What follows belongs to an exercise in optimizing a design on an open flow for small area; a production flow would make more cautious choices.
The RTL was checked by simulation tests, not by an equivalence proof against the original design.
No activity file was given, so power comes from the tool's default toggle rates.

==> flow/design.v <==
module fifo #(
    parameter XLEN = 32,
    parameter FIFO_SIZE = 32
) (
    input                           clk_i,
    input                           rst_ni,
    input                           flush_en_i,
    input                           push_en_i,
    input           [XLEN-1:0]      data_i,
    input                           pop_en_i,
    output  logic   [XLEN-1:0]      data_o,
    output  logic                   full_o,
    output  logic                   empty_o
);
    localparam AW = $clog2(FIFO_SIZE);
    logic [XLEN-1:0] mem_q [FIFO_SIZE];
    logic [AW:0] wptr_q, rptr_q;
    logic [XLEN-1:0] data_q;
    logic ptr_eq;
    assign ptr_eq  = (wptr_q[AW-1:0] == rptr_q[AW-1:0]);
    assign empty_o = ptr_eq & (wptr_q[AW] == rptr_q[AW]);
    assign full_o  = ptr_eq & (wptr_q[AW] != rptr_q[AW]);
    logic do_pop, do_push, fwd;
    assign do_pop  = ~flush_en_i & pop_en_i & ~empty_o;
    assign do_push = ~flush_en_i & push_en_i & (pop_en_i ? ~empty_o : ~full_o);
    assign fwd     = ~flush_en_i & push_en_i & pop_en_i & empty_o;
    always_ff @(posedge clk_i or negedge rst_ni) begin
        if (~rst_ni) begin
            wptr_q <= '0;
            rptr_q <= '0;
        end else if (flush_en_i) begin
            wptr_q <= '0;
            rptr_q <= '0;
        end else begin
            if (do_push) wptr_q <= wptr_q + 1'b1;
            if (do_pop)  rptr_q <= rptr_q + 1'b1;
        end
    end
    always_ff @(posedge clk_i) begin
        for (int i = 0; i < FIFO_SIZE; i++) begin
            if (do_push && (wptr_q[AW-1:0] == i)) mem_q[i] <= data_i;
        end
    end
    logic [FIFO_SIZE:0] rsel;
    always_comb begin
        for (int i = 0; i < FIFO_SIZE; i++) rsel[i] = do_pop && (rptr_q[AW-1:0] == i);
        rsel[FIFO_SIZE] = fwd;
    end
    logic [XLEN-1:0] data_d;
    for (genvar b = 0; b < XLEN; b++) begin : g_rd
        logic [FIFO_SIZE:0] col;
        logic [10:0] grp_n;
        for (genvar i = 0; i < FIFO_SIZE; i++) begin : g_col
            assign col[i] = mem_q[i][b];
        end
        assign col[FIFO_SIZE] = data_i[b];
        for (genvar k = 0; k < 11; k++) begin : g_grp
            fifo_aoi222 u_aoi (
                .a1(rsel[3*k]),   .a2(col[3*k]),
                .b1(rsel[3*k+1]), .b2(col[3*k+1]),
                .c1(rsel[3*k+2]), .c2(col[3*k+2]),
                .y(grp_n[k])
            );
        end
        logic [2:0] part;
        fifo_nand4 u_n0 (.a(grp_n[0]), .b(grp_n[1]), .c(grp_n[2]),  .d(grp_n[3]), .y(part[0]));
        fifo_nand4 u_n1 (.a(grp_n[4]), .b(grp_n[5]), .c(grp_n[6]),  .d(grp_n[7]), .y(part[1]));
        fifo_nand3 u_n2 (.a(grp_n[8]), .b(grp_n[9]), .c(grp_n[10]), .y(part[2]));
        fifo_or3   u_or (.a(part[0]), .b(part[1]), .c(part[2]), .y(data_d[b]));
    end
    always_ff @(posedge clk_i or negedge rst_ni) begin
        if (~rst_ni) data_q <= '0;
        else         data_q <= data_d;
    end
    assign data_o = data_q;
endmodule
module fifo_aoi222 (
    input  logic a1, a2, b1, b2, c1, c2,
    output logic y
);
    assign y = ~((a1 & a2) | (b1 & b2) | (c1 & c2));
endmodule
module fifo_nand4 (
    input  logic a, b, c, d,
    output logic y
);
    assign y = ~(a & b & c & d);
endmodule
module fifo_nand3 (
    input  logic a, b, c,
    output logic y
);
    assign y = ~(a & b & c);
endmodule
module fifo_or3 (
    input  logic a, b, c,
    output logic y
);
    assign y = a | b | c;
endmodule
==> flow/config.mk <==
export PLATFORM = sky130hd
export DESIGN_NAME = fifo
export DESIGN_NICKNAME = fifo
export VERILOG_FILES = /design/flow/design.v
export SDC_FILE = /design/flow/constraint.sdc
export NUM_CORES = 4
export LEC_CHECK = 0
export CAP_MARGIN = 20
export CORE_MARGIN = 2
export CORE_UTILIZATION = 60
export CTS_CLUSTER_DIAMETER = 100
export CTS_CLUSTER_SIZE = 25
export PLACE_DENSITY = 0.7
export SLEW_MARGIN = 20
export SYNTH_HIERARCHICAL = 1
export SYNTH_MINIMUM_KEEP_SIZE = 0
==> flow/constraint.sdc <==
create_clock -name core_clock -period 7.0 [get_ports {clk_i}]
set_input_delay 1.4000 -clock core_clock [delete_from_list [all_inputs] [get_ports {clk_i}]]
set_output_delay 1.4000 -clock core_clock [all_outputs]
set_load 0.01 [all_outputs]
run.sh (not shown) runs the stock make flow with config.mk's settings and CLKGATE_MAP_FILE= SYNTH_SCRIPT=/design/flow/synth_recipe.tcl, a recipe that flattens the netlist after the stock synthesis.
The starting point produced a clean layout.
==> next run, changes <==
CORE_UTILIZATION = 72   (was 60)
PLACE_DENSITY = 0.8   (was 0.7)
Outcome:
- The new run went through all stages and came out clean
- combinational power is higher by about 2%
- synthesized area does not change
- global-route usage went up by 7.2 points
- utilization rose by 14 points
- power hardly moves
==> next run, changes <==
CORE_UTILIZATION = 60   (was 72)
CTS_CLUSTER_DIAMETER = unset   (was 100)
CTS_CLUSTER_SIZE = unset   (was 25)
PLACE_DENSITY = 0.7   (was 0.8)
What happened:
- critical path depth climbs by 2
- count of clock-buffer cells in the layout climbs by 45
- cell count climbs by a little under a tenth
- register-to-register slack gains 20 ps
- worst setup slack gains 510 ps
==> next run, changes <==
==> flow/flow/run.sh (new file) <==
#!/bin/bash
set -e
export BUFFER_PORTS_ARGS="-buffer_cell sky130_fd_sc_hd__buf_1"
export CTS_ARGS="-sink_clustering_enable -repair_clock_nets -sink_clustering_size 25 -sink_clustering_max_diameter 100 -dont_use_dummy_load"
bash standard.sh > flow.log 2>&1
==> flow/standard.sh (new file) <==
#!/bin/bash
# synth_recipe.tcl (not shown) runs the flow's synth.tcl, then flattens the netlist and writes it again
# the make line also repeats each setting of config.mk as NAME=value (left out here)
make -C /OpenROAD-flow-scripts/flow DESIGN_CONFIG=/design/flow/config.mk WORK_HOME=/design/flow/orfs CLKGATE_MAP_FILE= SYNTH_SCRIPT=/design/flow/synth_recipe.tcl "${@:-finish}"
CAP_MARGIN = 5   (was 20)
CTS_CLUSTER_DIAMETER = 100   (was unset)
CTS_CLUSTER_SIZE = 25   (was unset)
SLEW_MARGIN = 5   (was 20)
removed: flow/run.sh
=>
- synthesized area does not change
- wire length went down by a few percent
- final area fell by a few percent
- setup slack is better by 160 ps
- cell count is lower by a few percent
- via count goes down by a few percent
- clock-buffer cell count went down by 81
- power decreases by about a fifth
- first-iteration DRC count goes down slightly
- core utilization came out lower by 4.4 points

[afterwards: timing with drivers on the ports]
Ports are ideal in the flow. The routed layouts listed here were re-timed in OpenROAD. Step 1 (the two cells are an assumption about what drives the block):
set clk [get_ports {clk_i}]
set_driving_cell -lib_cell sky130_fd_sc_hd__clkbuf_16 $clk
set_driving_cell -lib_cell sky130_fd_sc_hd__buf_2 [delete_from_list [all_inputs] $clk]
Step 2 times the ports against the registers' clock, not the clock port: input delays grow and output delays shrink by t, the midpoint of the rising clock arrivals with the driver on. Slacks: no drivers / after step 1 / after step 2; pairs: no drivers / after step 1.
| run | t (ns) | setup WS [ns] | worst slew at a driven data input, ns |
|---|---|---|---|
| the first run | 0.682 | 2.537 / 2.573 / 1.891 | 0.04 |
| the second run | 0.690 | 2.090 / 2.120 / 1.430 | 0.06 |
| the third run | 0.710 | 2.599 / 2.636 / 1.926 | 0.04 |
| the fourth run | 0.678 | 2.758 / 2.758 / 2.316 | 0.04 |
After both steps setup and hold are still met in every run listed. The setup slack of the third run, which loses most, moves by +0.037 ns with the drivers and by -0.673 ns with both steps.
